What follows belongs to an exercise in optimizing a design on an open flow for small area, a short achievable clock period and few clock cycles per item; a production flow would make more cautious choices.
At most, simulation tests tie the RTL to the original design; equivalence was not proved.
Power and IR drop assume default switching activity.

## argmax16
module argmax16 #(
  parameter bit REG_MID = 1    
) (
  input  logic         clk,
  input  logic         rstn,        
  input  logic         in_valid,
  input  logic [255:0] in_data,     
  output logic         out_valid,
  output logic [3:0]   out_idx
);
  logic [3:0][15:0] gval, gval_q;    
  logic [3:0][1:0]  gidx, gidx_q;    
  logic [3:0]       idx_c;
  logic [3:0][3:0]  gx;              
  logic [15:0]      unused_val;
  always_ff @(posedge clk or negedge rstn) begin
    if (!rstn) out_valid <= 1'b0;
    else       out_valid <= in_valid;
  end
  for (genvar g = 0; g < 4; g++) begin : g_grp
    comparator #(.DW(16), .IW(1)) u_grp (
      .val   (in_data[64*g +: 64]),
      .idx   ('0),
      .o_val (gval[g]),
      .o_idx (gx[g][2:0])
    );
    assign gx[g][3] = 1'b0;
    assign gidx[g]  = gx[g][2:1];
  end
  comparator #(.DW(16), .IW(2)) u_top (
    .val   (gval_q),
    .idx   (gidx_q),
    .o_val (unused_val),
    .o_idx (idx_c)
  );
  if (REG_MID) begin : g_mid
    always_ff @(posedge clk) begin
      gval_q <= gval;
      gidx_q <= gidx;
    end
    assign out_idx = idx_c;
  end else begin : g_out
  ...
Size: roughly 260 I/O pins, ~0.010 sq mm of cells after synthesis.
Settings: LEC_CHECK=0, CAP_MARGIN=20, CORE_MARGIN=2, CORE_UTILIZATION=55, SETUP_SLACK_MARGIN=5, SLEW_MARGIN=20, TNS_END_PERCENT=10; clock period 8.5 ns.
standard.sh (not shown) runs the stock make flow with config.mk's settings and CLKGATE_MAP_FILE= SYNTH_SCRIPT=/design/flow/synth_recipe.tcl, a recipe that flattens the netlist after the stock synthesis.
==> flow/flow/run.sh <==
#!/bin/bash
# Standard ORFS layout, with the port buffers made of sky130 buf cells
# instead of the delay buffer buffer_ports picks by default.
set -e
export BUFFER_PORTS_ARGS="-buffer_cell sky130_fd_sc_hd__buf_1"
bash standard.sh > standard.log 2>&1
Testbench counts at the start, summed over its fixed seeds: cycles 8,200, items 8,192.
Edit:
--- a/flow/config.mk
+++ b/flow/config.mk
@@ -9,5 +9,4 @@
 export CORE_MARGIN = 2
 export CORE_UTILIZATION = 55
-export SETUP_SLACK_MARGIN = 5
+export SETUP_SLACK_MARGIN = 4
 export SLEW_MARGIN = 20
-export TNS_END_PERCENT = 10
What happened: Global-route usage goes down by 0.41 points. Die area is unchanged. Cell count shrinks slightly. Via count went down by a few percent. Sequential power went down slightly. Fmax barely changes. First-iteration DRC count goes down slightly. Cell area is lower by a few percent.
Edit:
--- a/flow/config.mk
+++ b/flow/config.mk
@@ -9,4 +9,5 @@
 export CORE_MARGIN = 2
 export CORE_UTILIZATION = 55
-export SETUP_SLACK_MARGIN = 4
+export SETUP_SLACK_MARGIN = 4.5
 export SLEW_MARGIN = 20
+export TNS_END_PERCENT = 10
Die area does not change; final area rose by 4.0%; wire length went up by 2.6%; flip-flop and latch count stays the same; count of clock-buffer cells in the layout does not change; total power grows by 3.1%; via count grows by 0.51%; area after synthesis stays the same; final cell count goes up by 0.65%; worst setup slack barely changes.


Another version of the RTL of argmax16 (not shown whole).
Size in the first run: about 73 flip-flops, ~260 I/O pins, roughly 11000 sq um of cells after synthesis.
export LEC_CHECK = 0
export CAP_MARGIN = 20
export CORE_MARGIN = 2
export CORE_UTILIZATION = 40
export SETUP_SLACK_MARGIN = 4
export SLEW_MARGIN = 20
create_clock -name core_clock -period 8.5 [get_ports {clk}]
Scripts as last shown in full above: flow/flow/run.sh
Testbench counts at the start, summed over its fixed seeds: cycles 8,200, items 8,192.
Edit:
Settings changed: CORE_UTILIZATION 40 to 55, CTS_BUF_LIST from default to sky130_fd_sc_hd__clkbuf_4 sky130_fd_sc_hd__clkbuf_8.
What happened: Power decreases by 8.6%; area after synthesis does not change; clock-buffer cell count does not change; setup slack improved by 0.037 ns; wire length decreases by 6.6%; critical path depth decreases by 1.
Edit:
--- a/flow/flow/run.sh
+++ b/flow/flow/run.sh
@@ -5 +5 @@
-export BUFFER_PORTS_ARGS="-buffer_cell sky130_fd_sc_hd__buf_1"
+export BUFFER_PORTS_ARGS="-buffer_cell sky130_fd_sc_hd__buf_2"
Settings changed: CORE_UTILIZATION 55 to 40, CTS_BUF_LIST sky130_fd_sc_hd__clkbuf_4 sky130_fd_sc_hd__clkbuf_8 to default, SETUP_SLACK_MARGIN 4 to default.
What happened: The changed run finished clean. Power barely changes. Sequential share of layout area fell by 0.41 points. Die area rose by well over a third. Setup slack gets worse by 0.60 ns. Non-clock buffer count fell by 7. Worst hold slack gets better by 0.020 ns. First-iteration DRC count fell slightly. Global-route usage fell by 8.4 points.
Edit:
Settings changed: SETUP_SLACK_MARGIN from default to 5.
The new run finished with timing, DRC and antenna clean.
Core utilization rose by 12 points.
Hold slack is about the same.
Global-route usage rose by 3.3 points.
Via count rose by a little under a tenth.
Total power rose by about a fifth.
Final area rose by a quarter to a third.
Wire length rose by about a fifth.
Cell count rose by a few percent.
Flip-flop and latch count does not change.
Synthesized area does not change.


argmax16 again, from the RTL that the note above started with.
export LEC_CHECK = 0
export CAP_MARGIN = 20
export CORE_MARGIN = 2
export CORE_UTILIZATION = 40
export SETUP_SLACK_MARGIN = 3
export SLEW_MARGIN = 20
create_clock -name core_clock -period 8.5 [get_ports {clk}]
==> flow/flow/run.sh <==
#!/bin/bash
# Standard ORFS layout, with the port buffers made of sky130 buf cells
# instead of the delay buffer buffer_ports picks by default.
set -e
export BUFFER_PORTS_ARGS="-buffer_cell sky130_fd_sc_hd__buf_1"
bash standard.sh > standard.log 2>&1
The starting point ran to the end with no violations.
Testbench counts at the start, summed over its fixed seeds: cycles 8,200, items 8,192.
Then changed:
- SETUP_SLACK_MARGIN: 3 -> 3.5
Via count stays flat. Die area does not change. Critical path depth goes down by 1. Final cell count hardly moves. Routed wire length goes up by 0.60%. Worst setup slack gains 0.15 ns. Fmax goes up by 3.1%. Hold slack barely changes. Non-clock buffer count goes up by 1. Combinational power goes up by 3.2%.
Then changed:
- SETUP_SLACK_MARGIN: 3.5 -> not set
Effect: The new run completed without violations. Via count stays the same. Clock power barely changes. Wire length shrinks by 0.32%. Cell count hardly moves. Die area is unchanged. Clock-buffer cell count is unchanged. Setup slack got worse by 0.47 ns. Fmax goes down by 8.7%. Design area falls by 0.75%.
Then changed:
- CORE_UTILIZATION: 40 -> 55
- SETUP_SLACK_MARGIN: not set -> 4
Result: Hold slack gains 0.015 ns. Setup slack gains 0.63 ns. Synthesized cell count is unchanged. Sequential power grows by about 1%.


RTL: one of the versions met above, not the one the previous note started from.
Size: ~1500 cells after synthesis, roughly 73 flip-flops, about 10000 µm² of cells after synthesis.
## argmax16
module argmax16 #(
  parameter bit REG_MID = 1    
) (
  input  logic         clk,
  input  logic         rstn,        
  input  logic         in_valid,
  input  logic [255:0] in_data,     
  output logic         out_valid,
  output logic [3:0]   out_idx
);
  logic [3:0][15:0] gval, gval_q;    
  logic [3:0][1:0]  gidx, gidx_q;    
  logic [3:0]       idx_c;
  logic [3:0][3:0]  gx;              
  logic [15:0]      unused_val;
  always_ff @(posedge clk or negedge rstn) begin
    if (!rstn) out_valid <= 1'b0;
    else       out_valid <= in_valid;
  end
  for (genvar g = 0; g < 4; g++) begin : g_grp
    comparator #(.DW(16), .IW(1)) u_grp (
      .val   (in_data[64*g +: 64]),
      .idx   ('0),
      .o_val (gval[g]),
      .o_idx (gx[g][2:0])
    );
    assign gx[g][3] = 1'b0;
    assign gidx[g]  = gx[g][2:1];
  end
  comparator #(.DW(16), .IW(2)) u_top (
    .val   (gval_q),
    .idx   (gidx_q),
  ...
==> flow/config.mk <==
export PLATFORM = sky130hd
export DESIGN_NAME = argmax16
export DESIGN_NICKNAME = argmax16
export VERILOG_FILES = /design/flow/design.v
export SDC_FILE = /design/flow/constraint.sdc
export NUM_CORES = 4
export LEC_CHECK = 0
export CAP_MARGIN = 20
export CORE_MARGIN = 2
export CORE_UTILIZATION = 55
export CTS_BUF_LIST = sky130_fd_sc_hd__clkbuf_8 sky130_fd_sc_hd__clkbuf_16
export CTS_CLUSTER_DIAMETER = 150
export CTS_CLUSTER_SIZE = 40
export SETUP_SLACK_MARGIN = 4
export SLEW_MARGIN = 20
==> flow/constraint.sdc <==
create_clock -name core_clock -period 8.5 [get_ports {clk}]
set_input_delay 1.7000 -clock core_clock [delete_from_list [all_inputs] [get_ports {clk}]]
set_output_delay 1.7000 -clock core_clock [all_outputs]
set_load 0.01 [all_outputs]
Scripts as last shown in full above: flow/flow/run.sh
Testbench counts at the start, summed over its fixed seeds: cycles 8,200, items 8,192.
Edit:
- CTS_BUF_LIST: sky130_fd_sc_hd__clkbuf_8 sky130_fd_sc_hd__clkbuf_16 -> sky130_fd_sc_hd__clkbuf_4 sky130_fd_sc_hd__clkbuf_8
- CTS_CLUSTER_DIAMETER: 150 -> default
- CTS_CLUSTER_SIZE: 40 -> default
Total power went down by about 5.6%. Hold slack loses 32 ps. Cell area drops by about 0.7%. Die area does not change.


run A:
Another version of the RTL of argmax16 (not shown whole).
Size: roughly 70 flip-flops, about 260 I/O pins.
==> flow/config.mk <==
export PLATFORM = sky130hd
export DESIGN_NAME = argmax16
export DESIGN_NICKNAME = argmax16
export VERILOG_FILES = /design/flow/design.v
export SDC_FILE = /design/flow/constraint.sdc
export NUM_CORES = 4
export LEC_CHECK = 0
export CAP_MARGIN = 20
export CORE_MARGIN = 2
export CORE_UTILIZATION = 62
export CTS_BUF_LIST = sky130_fd_sc_hd__clkbuf_4 sky130_fd_sc_hd__clkbuf_8
export SETUP_SLACK_MARGIN = 4.3
export SLEW_MARGIN = 20
==> flow/constraint.sdc <==
create_clock -name core_clock -period 8.5 [get_ports {clk}]
set_input_delay 1.7000 -clock core_clock [delete_from_list [all_inputs] [get_ports {clk}]]
set_output_delay 1.7000 -clock core_clock [all_outputs]
set_load 0.01 [all_outputs]
Scripts as last shown in full above: flow/flow/run.sh
Testbench counts of run A, summed over its fixed seeds: cycles 8,208, items 8,192.
## Diff of input files: run B against run A
- CORE_UTILIZATION: 62 -> 55
- TNS_END_PERCENT: unset -> 50
Routed wire in run B totals less than in run A.
Summary of run B over run A: cell count +about 0.5%, y dimension of the die +6.0%.
in_data[137] as the launching instance or port of the critical path was reported by run A, and in_data[64] by run B.
Against run A, first-pass GRT wire length in run B came out better.
Of the two candidates, run A has the worse total power and run B the better one.
[inputs] run C vs run B
- TNS_END_PERCENT no longer set, was 50
- SETUP_SLACK_MARGIN now 4.4, was 4.3
Findings:
Setup slack in run C is larger than in run B. Logic depth of the worst setup path including buffers in run C vs run B: up 1. Between run B and run C, the largest stage delay on the critical path is higher for run C. Run C vs run B: slack of the worst reg-to-reg path up. Cmp run C vs run B: time the final worst path needs with I/O delays and setup lower in run C. Part of the cycle the worst path needs came out lower on run C than on run B. Run C -> run B: routed wire length flat. Compared with run B, in run C global-route wire length before repair +about 0.8%; power +1.7%; largest fanout on the critical path -2; total via count after detailed routing +0.70%.
Input changes introduced in run D (baseline for comparison: run C):
- SETUP_SLACK_MARGIN: 4.4 -> 4.3
Results
- Run D was carried through to the last stage, and its layout satisfied the timing, design-rule and antenna checks.
- Against run C, run D comes in 1 lower on total stage count of the critical path.
- Detailed route wirelength on metal3 went up by a little under 10% going from run C to run D.
- Relative to run C, run D degrades register-to-register slack.
- Changes observed in run D relative to run C: number of vias after detailed routing fell 0.43%, floorplan core area shows no meaningful change, fraction of area in multi-input gates climbed 0.48 points.
- Areal power density over the cells, run C and run D, lower one = run C.
- Run D vs run C on top achievable clock speed: run D is the lower one.
- On total wirelength of the detailed-routed design, run C and run D are basically level.


The RTL this note starts from:
==> flow/design.v <==
module comparator #(
  parameter int DW = 16,
  parameter int HB = 3
) (
  input  logic [3:0][DW-1:0]  val,
  output logic [3:0]          win,
  output logic [HB-1:0]       o_high,
  output logic [DW-HB-1:0]    o_low
);
  localparam int LB = DW - HB;
  function automatic logic greater(input logic [LB-1:0] a, input logic [LB-1:0] b);
    logic c;
    c = 1'b0;
    for (int k = 0; k < LB; k++) c = (a[k] & ~b[k]) | ((a[k] | ~b[k]) & c);
    greater = c;
  endfunction
  logic [3:0]      cand;         
  logic [3:0]      bits;
  logic [3:0][3:0] beats;        
  always_comb begin
    cand = 4'b1111;
    for (int k = HB - 1; k >= 0; k--) begin
      for (int i = 0; i < 4; i++) bits[i] = val[i][LB + k];
      o_high[k] = |(cand & bits);
      cand = cand & (bits | {4{~o_high[k]}});
    end
  end
  always_comb begin
    beats = '0;
    for (int i = 0; i < 4; i++)
      for (int j = i + 1; j < 4; j++) begin
        beats[i][j] = greater(val[i][LB-1:0], val[j][LB-1:0]);
        beats[j][i] = ~beats[i][j];
      end
    for (int i = 0; i < 4; i++) begin
      win[i] = cand[i];
      for (int j = 0; j < 4; j++)
        if (j != i) win[i] = win[i] & (~cand[j] | beats[i][j]);
    end
  end
  always_comb begin
    o_low = '0;
    for (int i = 0; i < 4; i++) o_low |= {LB{win[i]}} & val[i][LB-1:0];
  end
endmodule
module argmax4_flat #(
  parameter int DW = 13,
  parameter int HB = 3
) (
  input  logic [3:0][DW-1:0] val,
  input  logic [3:0]         flag,
  output logic [3:0]         win
);
  localparam int LB = DW - HB;
  function automatic logic greater(input logic [LB-1:0] a, input logic [LB-1:0] b);
    logic c;
    c = 1'b0;
    for (int k = 0; k < LB; k++) c = (a[k] & ~b[k]) | ((a[k] | ~b[k]) & c);
    greater = c;
  endfunction
  logic [3:0]      cand;         
  logic            any;
  logic [3:0]      bits;
  logic [3:0][3:0] beats;        
  always_comb begin
    cand = flag;
    for (int k = DW - 1; k >= LB; k--) begin
      for (int i = 0; i < 4; i++) bits[i] = val[i][k];
      any  = |(cand & bits);
      cand = cand & (bits | {4{~any}});
    end
  end
  always_comb begin
    beats = '0;
    for (int i = 0; i < 4; i++)
      for (int j = i + 1; j < 4; j++) begin
        beats[i][j] = greater(val[i][LB-1:0], val[j][LB-1:0]);
        beats[j][i] = ~beats[i][j];
      end
    for (int i = 0; i < 4; i++) begin
      win[i] = cand[i];
      for (int j = 0; j < 4; j++)
        if (j != i) win[i] = win[i] & (~cand[j] | beats[i][j]);
    end
  end
endmodule
module argmax16 #(
  parameter int HB = 3      
) (
  input  logic         clk,
  input  logic         rstn,        
  input  logic         in_valid,
  input  logic [255:0] in_data,     
  output logic         out_valid,
  output logic [3:0]   out_idx
);
  localparam int LB = 16 - HB;
  logic                valid_q;
  logic [3:0][HB-1:0]  ghigh;             
  logic [3:0][LB-1:0]  glow, glow_q;      
  logic [3:0][3:0]     gwin;              
  logic [3:0][1:0]     gidx, gidx_q;      
  logic [3:0]          gflag, gflag_q;    
  logic [3:0]          hbits;
  logic                hany;
  logic [3:0]          win;               
  logic [3:0]          idx_c;
  always_ff @(posedge clk or negedge rstn) begin
    if (!rstn) begin
      valid_q   <= 1'b0;
      out_valid <= 1'b0;
    end else begin
      valid_q   <= in_valid;
      out_valid <= valid_q;
    end
  end
  for (genvar g = 0; g < 4; g++) begin : g_grp
    comparator #(.DW(16), .HB(HB)) u_grp (
      .val    (in_data[64*g +: 64]),
      .win    (gwin[g]),
      .o_high (ghigh[g]),
      .o_low  (glow[g])
    );
    assign gidx[g][1] = gwin[g][3] | gwin[g][2];
    assign gidx[g][0] = gwin[g][3] | gwin[g][1];
  end
  always_comb begin
    gflag = 4'b1111;
    for (int k = HB - 1; k >= 0; k--) begin
      for (int g = 0; g < 4; g++) hbits[g] = ghigh[g][k];
      hany  = |(gflag & hbits);
      gflag = gflag & (hbits | {4{~hany}});
    end
  end
  always_ff @(posedge clk) begin
    glow_q  <= glow;
    gidx_q  <= gidx;
    gflag_q <= gflag;
  end
  argmax4_flat #(.DW(LB)) u_top (
    .val  (glow_q),
    .flag (gflag_q),
    .win  (win)
  );
  always_comb begin
    idx_c[3] = win[3] | win[2];
    idx_c[2] = win[3] | win[1];
    idx_c[1:0] = '0;
    for (int g = 0; g < 4; g++) idx_c[1:0] |= {2{win[g]}} & gidx_q[g];
  end
  always_ff @(posedge clk) out_idx <= idx_c;
endmodule
Settings: LEC_CHECK=0, CAP_MARGIN=20, CORE_MARGIN=2, CORE_UTILIZATION=55, CTS_BUF_LIST=sky130_fd_sc_hd__clkbuf_4 sky130_fd_sc_hd__clkbuf_8, SETUP_SLACK_MARGIN=4.4, SLEW_MARGIN=20; clock period 8.5 ns.
Scripts as last shown in full above: flow/flow/run.sh
Rerun with:
SETUP_SLACK_MARGIN = 4.3   (was 4.4)
- synthesized area does not change
- register-to-register slack degrades by 0.10 ns
- worst setup slack degrades by 0.063 ns
- final cell count fell by 0.45%
- wire length fell by 2.3%
- core utilization fell by 1.7 points
- non-clock buffer count fell by 7
- first-iteration DRC count rose by about 4%
- die area stays the same
No run of this note included a check of the RTL's function; only the layout flow was run.

-- re-timing with driven ports --
The results above use ideal ports. As a check the final layouts listed here were re-extracted and re-timed, cells and wires unchanged.
Step 1: set_driving_cell puts a clkbuf_16 on clk and a buf_2 on each other input, an assumption about the parent block.
Step 2 moves the port delays by t, midway between the first and last clock arrival at a register: inputs arrive t later, outputs are due t later. That takes back most of the time a late clock gives input paths.
Slacks: no drivers / after step 1 / after step 2; pairs: no drivers / after step 1.
run | t, ns | setup WS [ns] | worst setup path after step 2 | slew at the worst register clock pin (ns) | worst slew at a driven data input, ns
the first run of note 1 | 0.381 | 3.771 / 3.727 / 3.475 | input to register | 0.07 / 0.07 | 0.06
the second run of note 1 | 0.390 | 3.770 / 3.726 / 3.738 | input to register | 0.07 / 0.07 | 0.04
the third run of note 1 | 0.380 | 3.772 / 3.729 / 3.485 | input to register | 0.07 / 0.07 | 0.05
the first run of note 2 | 0.385 | 3.696 / 3.649 / 3.757 | input to register | 0.06 / 0.06 | 0.04
the second run of note 2 | 0.392 | 3.733 / 3.700 / 3.758 | input to register | 0.08 / 0.08 | 0.04
the third run of note 2 | 0.390 | 3.130 / 3.086 / 3.289 | input to register | 0.07 / 0.07 | 0.05
the fourth run of note 2 | 0.384 | 3.749 / 3.708 / 4.092 | register to output | 0.06 / 0.06 | 0.07
the first run of note 3 | 0.386 | 3.433 / 3.385 / 3.314 | input to register | 0.06 / 0.06 | 0.05
the second run of note 3 | 0.387 | 3.583 / 3.536 / 3.294 | input to register | 0.06 / 0.06 | 0.05
the third run of note 3 | 0.387 | 3.115 / 3.068 / 3.313 | input to register | 0.06 / 0.06 | 0.05
the fourth run of note 3 | 0.368 | 3.749 / 3.714 / 3.790 | input to register | 0.06 / 0.06 | 0.04
the first run of note 4 | 0.390 | 3.770 / 3.726 / 3.738 | input to register | 0.07 / 0.07 | 0.04
the second run of note 4 | 0.412 | 3.764 / 3.726 / 3.705 | input to register | 0.10 / 0.10 | 0.04
run A | 0.417 | 4.267 / 4.287 / 3.870 | input to register | 0.08 / 0.08 | 0.04
run B | 0.423 | 4.324 / 4.326 / 3.903 | input to register | 0.08 / 0.08 | 0.05
run C | 0.404 | 4.429 / 4.451 / 4.047 | input to register | 0.08 / 0.08 | 0.04
run D | 0.421 | 4.342 / 4.354 / 3.933 | input to register | 0.08 / 0.08 | 0.05
the first run of note 6 | 0.395 | 4.409 / 4.410 / 4.014 | input to register | 0.09 / 0.09 | 0.06
the second run of note 6 | 0.397 | 4.346 / 4.353 / 3.956 | input to register | 0.09 / 0.09 | 0.06
After both steps setup and hold are still met in every run listed. The setup slack of run B, which loses most, moves by +0.002 ns with the drivers and by -0.421 ns with both steps.
